This design comes from an exercise in tuning for small area, a short achievable clock period and few clock cycles per item on the open sky130 flow, not from production work. Only simulation tests tie the RTL to the original design; equivalence was not proved. No activity file was given, so power comes from the tool's default toggle rates.

==> inputs of branch harbor <==
==> flow/design.v (excerpt) <==
module SET ( clk , rst, en, central, radius, mode, busy, valid, candidate );
input clk, rst;
input en;
input [23:0] central;
input [11:0] radius;
input [1:0] mode;
output busy;
output reg valid;
output [7:0] candidate;
assign busy = valid;
always @(posedge clk or posedge rst)
  if (rst) valid <= 1'b0;
  else valid <= en;
wire m0 = (mode == 2'd0);
wire m2 = (mode == 2'd2);
wire m3 = (mode == 2'd3);
wire [3:0] xa = central[23:20];
wire [3:0] ya = central[19:16];
wire [2:0] ra = radius[10:8];
reg [3:0] h_a1;
always @(*) case ({xa, ra})
  {4'd0, 3'd0}: h_a1 = 4'd0;
  {4'd0, 3'd1}: h_a1 = 4'd1;
  {4'd0, 3'd2}: h_a1 = 4'd2;
  {4'd0, 3'd3}: h_a1 = 4'd3;
  {4'd0, 3'd4}: h_a1 = 4'd4;
  {4'd0, 3'd5}: h_a1 = 4'd5;
  {4'd0, 3'd6}: h_a1 = 4'd6;
  {4'd0, 3'd7}: h_a1 = 4'd7;
  {4'd1, 3'd0}: h_a1 = 4'd1;
  {4'd1, 3'd1}: h_a1 = 4'd2;
  {4'd1, 3'd2}: h_a1 = 4'd3;
  {4'd1, 3'd3}: h_a1 = 4'd4;
  {4'd1, 3'd4}: h_a1 = 4'd5;
  {4'd1, 3'd5}: h_a1 = 4'd6;
  {4'd1, 3'd6}: h_a1 = 4'd7;
  {4'd1, 3'd7}: h_a1 = 4'd8;
  {4'd2, 3'd0}: h_a1 = 4'd0;
  {4'd2, 3'd1}: h_a1 = 4'd1;
  {4'd2, 3'd2}: h_a1 = 4'd2;
  {4'd2, 3'd3}: h_a1 = 4'd3;
  {4'd2, 3'd4}: h_a1 = 4'd4;
  {4'd2, 3'd5}: h_a1 = 4'd5;
  {4'd2, 3'd6}: h_a1 = 4'd6;
  {4'd2, 3'd7}: h_a1 = 4'd7;
  {4'd3, 3'd0}: h_a1 = 4'd0;
  {4'd3, 3'd1}: h_a1 = 4'd0;
  {4'd3, 3'd2}: h_a1 = 4'd1;
  {4'd3, 3'd3}: h_a1 = 4'd3;
  {4'd3, 3'd4}: h_a1 = 4'd4;
  {4'd3, 3'd5}: h_a1 = 4'd5;
  {4'd3, 3'd6}: h_a1 = 4'd6;
  {4'd3, 3'd7}: h_a1 = 4'd7;
  {4'd4, 3'd0}: h_a1 = 4'd0;
  {4'd4, 3'd1}: h_a1 = 4'd0;
  {4'd4, 3'd2}: h_a1 = 4'd0;
  {4'd4, 3'd3}: h_a1 = 4'd1;
  {4'd4, 3'd4}: h_a1 = 4'd3;
  {4'd4, 3'd5}: h_a1 = 4'd5;
  {4'd4, 3'd6}: h_a1 = 4'd6;
  {4'd4, 3'd7}: h_a1 = 4'd7;
  {4'd5, 3'd0}: h_a1 = 4'd0;
  {4'd5, 3'd1}: h_a1 = 4'd0;
  {4'd5, 3'd2}: h_a1 = 4'd0;
  {4'd5, 3'd3}: h_a1 = 4'd0;
  {4'd5, 3'd4}: h_a1 = 4'd1;
  ...
clock: 11.0 ns
lec_check: 0
cap_margin: 20
core_margin: 2
core_utilization: 45
slew_margin: 20
standard.sh (not shown) runs the stock make flow with config.mk's settings and CLKGATE_MAP_FILE= SYNTH_SCRIPT=/design/flow/synth_recipe.tcl, a recipe that flattens the netlist after the stock synthesis.
==> flow/flow/run.sh <==
#!/bin/bash
# Own flow: the standard layout (standard.sh), with these changes:
#  - synthesis maps logic with the ABC script in flow/area.abc instead of ORFS's
#    abc_speed.script (everything else in synthesis is synth_recipe.tcl unchanged);
#  - no full/half-adder cell extraction (ADDER_MAP_FILE empty), so ABC maps the adders too;
#  - timing repair aims for 5.5 ns of setup slack (SETUP_SLACK_MARGIN=5.5); the clock stays 11 ns;
#  - port buffering uses sky130_fd_sc_hd__buf_4 for every input and output port.
set -euo pipefail
W=$(pwd)
export FLOW_FLOW_ABC_SCRIPT="$W/flow/area.abc"
cat flow/abc_override.tcl synth_recipe.tcl > my_synth.tcl
sed -e "s#SYNTH_SCRIPT=[^ ]*#SYNTH_SCRIPT=$W/my_synth.tcl#" \
    -e "s#CLKGATE_MAP_FILE= #CLKGATE_MAP_FILE= ADDER_MAP_FILE= SETUP_SLACK_MARGIN=5.5 'BUFFER_PORTS_ARGS=-buffer_cell sky130_fd_sc_hd__buf_4' #" \
    standard.sh > my_standard.sh
grep -q "SYNTH_SCRIPT=$W/my_synth.tcl" my_standard.sh
grep -q "BUFFER_PORTS_ARGS" my_standard.sh
bash my_standard.sh > make_flow.log 2>&1
==> flow/flow/abc_override.tcl <==
# Same synthesis as synth_recipe.tcl, except that the technology-mapping ABC call
# uses the script in flow/area.abc instead of ORFS's abc_speed.script.
proc abc {args} {
  set i [lsearch -exact $args -script]
  if {$i >= 0} { lset args [expr {$i + 1}] $::env(FLOW_FLOW_ABC_SCRIPT) }
  puts "abc (flow override): $args"
  yosys abc {*}$args
}
==> flow/flow/area.abc <==
strash
&get -n
&fraig -x
&put
dc2
strash
&get -n
&dch -f
&nf -R 1000 -p
&put
==> branch tundra (differences from branch harbor) <==
--- a/flow/design.v
+++ b/flow/design.v
@@ -2722,58 +2722,58 @@
 wire t64 = (t20 & t22) | (t20 & t24) | (t22 & t24);
 wire t65 = t26 ^ t28 ^ t30;
 wire t66 = (t26 & t28) | (t26 & t30) | (t28 & t30);
 wire t67 = t32 ^ t34 ^ t36;
 wire t68 = (t32 & t34) | (t32 & t36) | (t34 & t36);
 wire t69 = t38 ^ t40 ^ t42;
 wire t70 = (t38 & t40) | (t38 & t42) | (t40 & t42);
-reg [28:0] ps;
-always @(posedge clk) ps <= {t70, t68, t66, t64, t62, t60, t58, t69, t67, t65, t63, t61, t59, t57, t56, t54, t52, t50, t48, t46, t44, f[63], t55, t53, t51, t49, t47, t45, t43};
-wire t71 = ps[0] ^ ps[1] ^ ps[2];
-wire t72 = (ps[0] & ps[1]) | (ps[0] & ps[2]) | (ps[1] & ps[2]);
-wire t73 = ps[3] ^ ps[4] ^ ps[5];
-wire t74 = (ps[3] & ps[4]) | (ps[3] & ps[5]) | (ps[4] & ps[5]);
-wire t75 = ps[8] ^ ps[9] ^ ps[10];
-wire t76 = (ps[8] & ps[9]) | (ps[8] & ps[10]) | (ps[9] & ps[10]);
-wire t77 = ps[11] ^ ps[12] ^ ps[13];
-wire t78 = (ps[11] & ps[12]) | (ps[11] & ps[13]) | (ps[12] & ps[13]);
-wire t79 = ps[14] ^ ps[15] ^ ps[16];
-wire t80 = (ps[14] & ps[15]) | (ps[14] & ps[16]) | (ps[15] & ps[16]);
-wire t81 = ps[17] ^ ps[18] ^ ps[19];
-wire t82 = (ps[17] & ps[18]) | (ps[17] & ps[19]) | (ps[18] & ps[19]);
-wire t83 = ps[22] ^ ps[23] ^ ps[24];
-wire t84 = (ps[22] & ps[23]) | (ps[22] & ps[24]) | (ps[23] & ps[24]);
-wire t85 = ps[25] ^ ps[26] ^ ps[27];
-wire t86 = (ps[25] & ps[26]) | (ps[25] & ps[27]) | (ps[26] & ps[27]);
-wire t87 = t71 ^ t73 ^ ps[6];
-wire t88 = (t71 & t73) | (t71 & ps[6]) | (t73 & ps[6]);
-wire t89 = t72 ^ t74 ^ t75;
-wire t90 = (t72 & t74) | (t72 & t75) | (t74 & t75);
-wire t91 = t77 ^ t79 ^ t81;
-wire t92 = (t77 & t79) | (t77 & t81) | (t79 & t81);
-wire t93 = t76 ^ t78 ^ t80;
-wire t94 = (t76 & t78) | (t76 & t80) | (t78 & t80);
-wire t95 = t82 ^ t83 ^ t85;
-wire t96 = (t82 & t83) | (t82 & t85) | (t83 & t85);
+wire t71 = t43 ^ t45 ^ t47;
+wire t72 = (t43 & t45) | (t43 & t47) | (t45 & t47);
+wire t73 = t49 ^ t51 ^ t53;
+wire t74 = (t49 & t51) | (t49 & t53) | (t51 & t53);
+wire t75 = t44 ^ t46 ^ t48;
+wire t76 = (t44 & t46) | (t44 & t48) | (t46 & t48);
+wire t77 = t50 ^ t52 ^ t54;
+wire t78 = (t50 & t52) | (t50 & t54) | (t52 & t54);
+wire t79 = t56 ^ t57 ^ t59;
+wire t80 = (t56 & t57) | (t56 & t59) | (t57 & t59);
+wire t81 = t61 ^ t63 ^ t65;
+wire t82 = (t61 & t63) | (t61 & t65) | (t63 & t65);
+wire t83 = t58 ^ t60 ^ t62;
+wire t84 = (t58 & t60) | (t58 & t62) | (t60 & t62);
+wire t85 = t64 ^ t66 ^ t68;
+wire t86 = (t64 & t66) | (t64 & t68) | (t66 & t68);
+reg [20:0] ps;
+always @(posedge clk) ps <= {t86, t84, t70, t85, t83, t82, t80, t78, t76, t69, t67, t81, t79, t77, t75, t74, t72, f[63], t55, t73, t71};
+wire t87 = ps[0] ^ ps[1] ^ ps[2];
+wire t88 = (ps[0] & ps[1]) | (ps[0] & ps[2]) | (ps[1] & ps[2]);
+wire t89 = ps[4] ^ ps[5] ^ ps[6];
+wire t90 = (ps[4] & ps[5]) | (ps[4] & ps[6]) | (ps[5] & ps[6]);
+wire t91 = ps[7] ^ ps[8] ^ ps[9];
+wire t92 = (ps[7] & ps[8]) | (ps[7] & ps[9]) | (ps[8] & ps[9]);
+wire t93 = ps[12] ^ ps[13] ^ ps[14];
+wire t94 = (ps[12] & ps[13]) | (ps[12] & ps[14]) | (ps[13] & ps[14]);
+wire t95 = ps[15] ^ ps[16] ^ ps[17];
+wire t96 = (ps[15] & ps[16]) | (ps[15] & ps[17]) | (ps[16] & ps[17]);
 wire t97 = t88 ^ t89 ^ t91;
 wire t98 = (t88 & t89) | (t88 & t91) | (t89 & t91);
 wire t99 = t90 ^ t92 ^ t93;
 wire t100 = (t90 & t92) | (t90 & t93) | (t92 & t93);
-wire t101 = t94 ^ t96 ^ t84;
-wire t102 = (t94 & t96) | (t94 & t84) | (t96 & t84);
-wire t103 = t97 ^ ps[20] ^ ps[21];
-wire t104 = (t97 & ps[20]) | (t97 & ps[21]) | (ps[20] & ps[21]);
+wire t101 = t94 ^ t96 ^ ps[19];
+wire t102 = (t94 & t96) | (t94 & ps[19]) | (t96 & ps[19]);
+wire t103 = t97 ^ ps[10] ^ ps[11];
+wire t104 = (t97 & ps[10]) | (t97 & ps[11]) | (ps[10] & ps[11]);
 wire t105 = t98 ^ t99 ^ t95;
 wire t106 = (t98 & t99) | (t98 & t95) | (t99 & t95);
-wire t107 = t100 ^ t101 ^ t86;
-wire t108 = (t100 & t101) | (t100 & t86) | (t101 & t86);
-wire t109 = t104 ^ t105 ^ ps[28];
-wire t110 = (t104 & t105) | (t104 & ps[28]) | (t105 & ps[28]);
+wire t107 = t100 ^ t101 ^ ps[20];
+wire t108 = (t100 & t101) | (t100 & ps[20]) | (t101 & ps[20]);
+wire t109 = t104 ^ t105 ^ ps[18];
+wire t110 = (t104 & t105) | (t104 & ps[18]) | (t105 & ps[18]);
 wire t111 = t110 ^ t106 ^ t107;
 wire t112 = (t110 & t106) | (t110 & t107) | (t106 & t107);
 wire t113 = t112 ^ t108 ^ t102;
 wire t114 = (t112 & t108) | (t112 & t102) | (t108 & t102);
 wire [6:0] sa = {1'b0, t114, t113, t111, t109, t103, t87};
-wire [6:0] sb = {1'b0, 1'b0, 1'b0, 1'b0, 1'b0, 1'b0, ps[7]};
+wire [6:0] sb = {1'b0, 1'b0, 1'b0, 1'b0, 1'b0, 1'b0, ps[3]};
 wire [6:0] sum = sa + sb;
 assign candidate = {1'b0, sum};
 endmodule
==> flow/flow/run.sh (replaced) <==
#!/bin/bash
# Own flow: the standard layout (standard.sh), with these changes:
#  - synthesis maps logic with the ABC script in flow/area.abc instead of ORFS's
#    abc_speed.script (everything else in synthesis is synth_recipe.tcl unchanged);
#  - no full/half-adder cell extraction (ADDER_MAP_FILE empty), so ABC maps the adders too;
#  - port buffering uses sky130_fd_sc_hd__buf_4 for every input and output port.
set -euo pipefail
W=$(pwd)
export FLOW_FLOW_ABC_SCRIPT="$W/flow/area.abc"
cat flow/abc_override.tcl synth_recipe.tcl > my_synth.tcl
sed -e "s#SYNTH_SCRIPT=[^ ]*#SYNTH_SCRIPT=$W/my_synth.tcl#" \
    -e "s#CLKGATE_MAP_FILE= #CLKGATE_MAP_FILE= ADDER_MAP_FILE= 'BUFFER_PORTS_ARGS=-buffer_cell sky130_fd_sc_hd__buf_4' #" \
    standard.sh > my_standard.sh
grep -q "SYNTH_SCRIPT=$W/my_synth.tcl" my_standard.sh
grep -q "BUFFER_PORTS_ARGS" my_standard.sh
bash my_standard.sh > make_flow.log 2>&1
- SETUP_SLACK_MARGIN: default -> 5
==> branch ember (differences from branch harbor) <==
==> flow/flow/run.sh (replaced) <==
#!/bin/bash
# Own flow: the standard layout (standard.sh), with these changes:
#  - synthesis maps logic with the ABC script in flow/area.abc instead of ORFS's
#    abc_speed.script (everything else in synthesis is synth_recipe.tcl unchanged);
#  - no full/half-adder cell extraction (ADDER_MAP_FILE empty), so ABC maps the adders too;
#  - port buffering uses sky130_fd_sc_hd__buf_4 for every input and output port.
set -euo pipefail
W=$(pwd)
export FLOW_FLOW_ABC_SCRIPT="$W/flow/area.abc"
cat flow/abc_override.tcl synth_recipe.tcl > my_synth.tcl
sed -e "s#SYNTH_SCRIPT=[^ ]*#SYNTH_SCRIPT=$W/my_synth.tcl#" \
    -e "s#CLKGATE_MAP_FILE= #CLKGATE_MAP_FILE= ADDER_MAP_FILE= 'BUFFER_PORTS_ARGS=-buffer_cell sky130_fd_sc_hd__buf_4' #" \
    standard.sh > my_standard.sh
grep -q "SYNTH_SCRIPT=$W/my_synth.tcl" my_standard.sh
grep -q "BUFFER_PORTS_ARGS" my_standard.sh
bash my_standard.sh > make_flow.log 2>&1
- CAP_MARGIN: 20 -> 0
- SETUP_SLACK_MARGIN: default -> 5
- SLEW_MARGIN: 20 -> 0
==> branch indigo (differences from branch harbor) <==
==> flow/flow/run.sh (replaced) <==
#!/bin/bash
# Own flow: the standard layout (standard.sh), with these changes:
#  - synthesis maps logic with the ABC script in flow/area.abc instead of ORFS's
#    abc_speed.script (everything else in synthesis is synth_recipe.tcl unchanged);
#  - no full/half-adder cell extraction (ADDER_MAP_FILE empty), so ABC maps the adders too;
#  - port buffering uses sky130_fd_sc_hd__buf_4 for every input and output port.
set -euo pipefail
W=$(pwd)
export FLOW_FLOW_ABC_SCRIPT="$W/flow/area.abc"
cat flow/abc_override.tcl synth_recipe.tcl > my_synth.tcl
sed -e "s#SYNTH_SCRIPT=[^ ]*#SYNTH_SCRIPT=$W/my_synth.tcl#" \
    -e "s#CLKGATE_MAP_FILE= #CLKGATE_MAP_FILE= ADDER_MAP_FILE= 'BUFFER_PORTS_ARGS=-buffer_cell sky130_fd_sc_hd__buf_4' #" \
    standard.sh > my_standard.sh
grep -q "SYNTH_SCRIPT=$W/my_synth.tcl" my_standard.sh
grep -q "BUFFER_PORTS_ARGS" my_standard.sh
bash my_standard.sh > make_flow.log 2>&1
- SETUP_SLACK_MARGIN: default -> 5
==> run notes <==
item	branch indigo	branch harbor	branch ember	branch tundra
Power in combinational cells	2.96 mW	3.31 mW	2.96 mW	2.37 mW
Global routing usage on met1	0.474	0.483	0.474	0.539
Final instance count without filler cells	2560	2620	2558	2625
Final instance area	13600 um2	15300 um2	13600 um2	15400 um2
Pin count of the biggest net entering global routing	50	50	50	54
Least setup slack across all paths after layout	5110 ps	5290 ps	5130 ps	4890 ps
Cell leakage power	5.17 nW	5.78 nW	5.16 nW	5.86 nW
Die outline area	27600 um2	27600 um2	27600 um2	27800 um2
Run status	finished clean	finished clean	finished clean	finished clean
CP max stage cell	a22oi_2	maj3_1	a22oi_2	or4_4
Sequential Power	211 uW	214 uW	211 uW	160 uW
Worst slew pin tran	1100 ps	1180 ps	1300 ps	1060 ps
Total power	3.33 mW	3.66 mW	3.33 mW	2.63 mW
Crit path largest cell delay	760 ps	370 ps	770 ps	550 ps
Part of the power in the clock network	0.046	0.037	0.046	0.038
FFs & Latches	30	30	30	22
Met3 layer usage reported by global route	0.0582	0.0596	0.0582	0.0839
Testbench counts of branch harbor, summed over its fixed seeds: cycles 520, items 512.
Testbench counts of branch tundra, summed over its fixed seeds: cycles 520, items 512.
Testbench counts of branch ember, summed over its fixed seeds: cycles 520, items 512.
Testbench counts of branch indigo, summed over its fixed seeds: cycles 520, items 512.

afterwards: timing with drivers on the ports:
The flow's constraints put no driver on any port. The routed layouts listed below were extracted and timed again, unchanged, in two steps.
Step 1: set_driving_cell puts a clkbuf_16 on clk and a buf_2 on each other input, an assumption about the parent block.
Step 2 adds t to the input delays and takes it off the output delays; t is the mean of the earliest and latest rising clock arrival at the registers after step 1. Input paths then give back, and output paths get back, about the clock's delay inside the block.
a / b / c = ideal / step 1 / step 2; a / b = the first two.
run | t, ns | setup slack, ns | hold WS [ns] | latest minus earliest clock arrival (ns) | cell pins on the clock port's net
branch harbor | 0.300 | 5.289 / 5.258 / 5.253 | 1.762 / 1.760 / 2.060 | 0.004 / 0.004 | 1
branch tundra | 0.279 | 4.888 / 4.896 / 4.617 | 1.779 / 1.781 / 2.060 | 0.002 / 0.002 | 1
branch ember | 0.309 | 5.135 / 5.118 / 4.838 | 1.753 / 1.745 / 2.054 | 0.003 / 0.003 | 1
branch indigo | 0.309 | 5.114 / 5.117 / 4.818 | 1.753 / 1.745 / 2.054 | 0.003 / 0.003 | 1
After both steps setup and hold are still met in every run listed. For branch ember, which loses most, drivers alone change the setup slack by -0.017 ns; drivers and shift together by -0.297 ns.
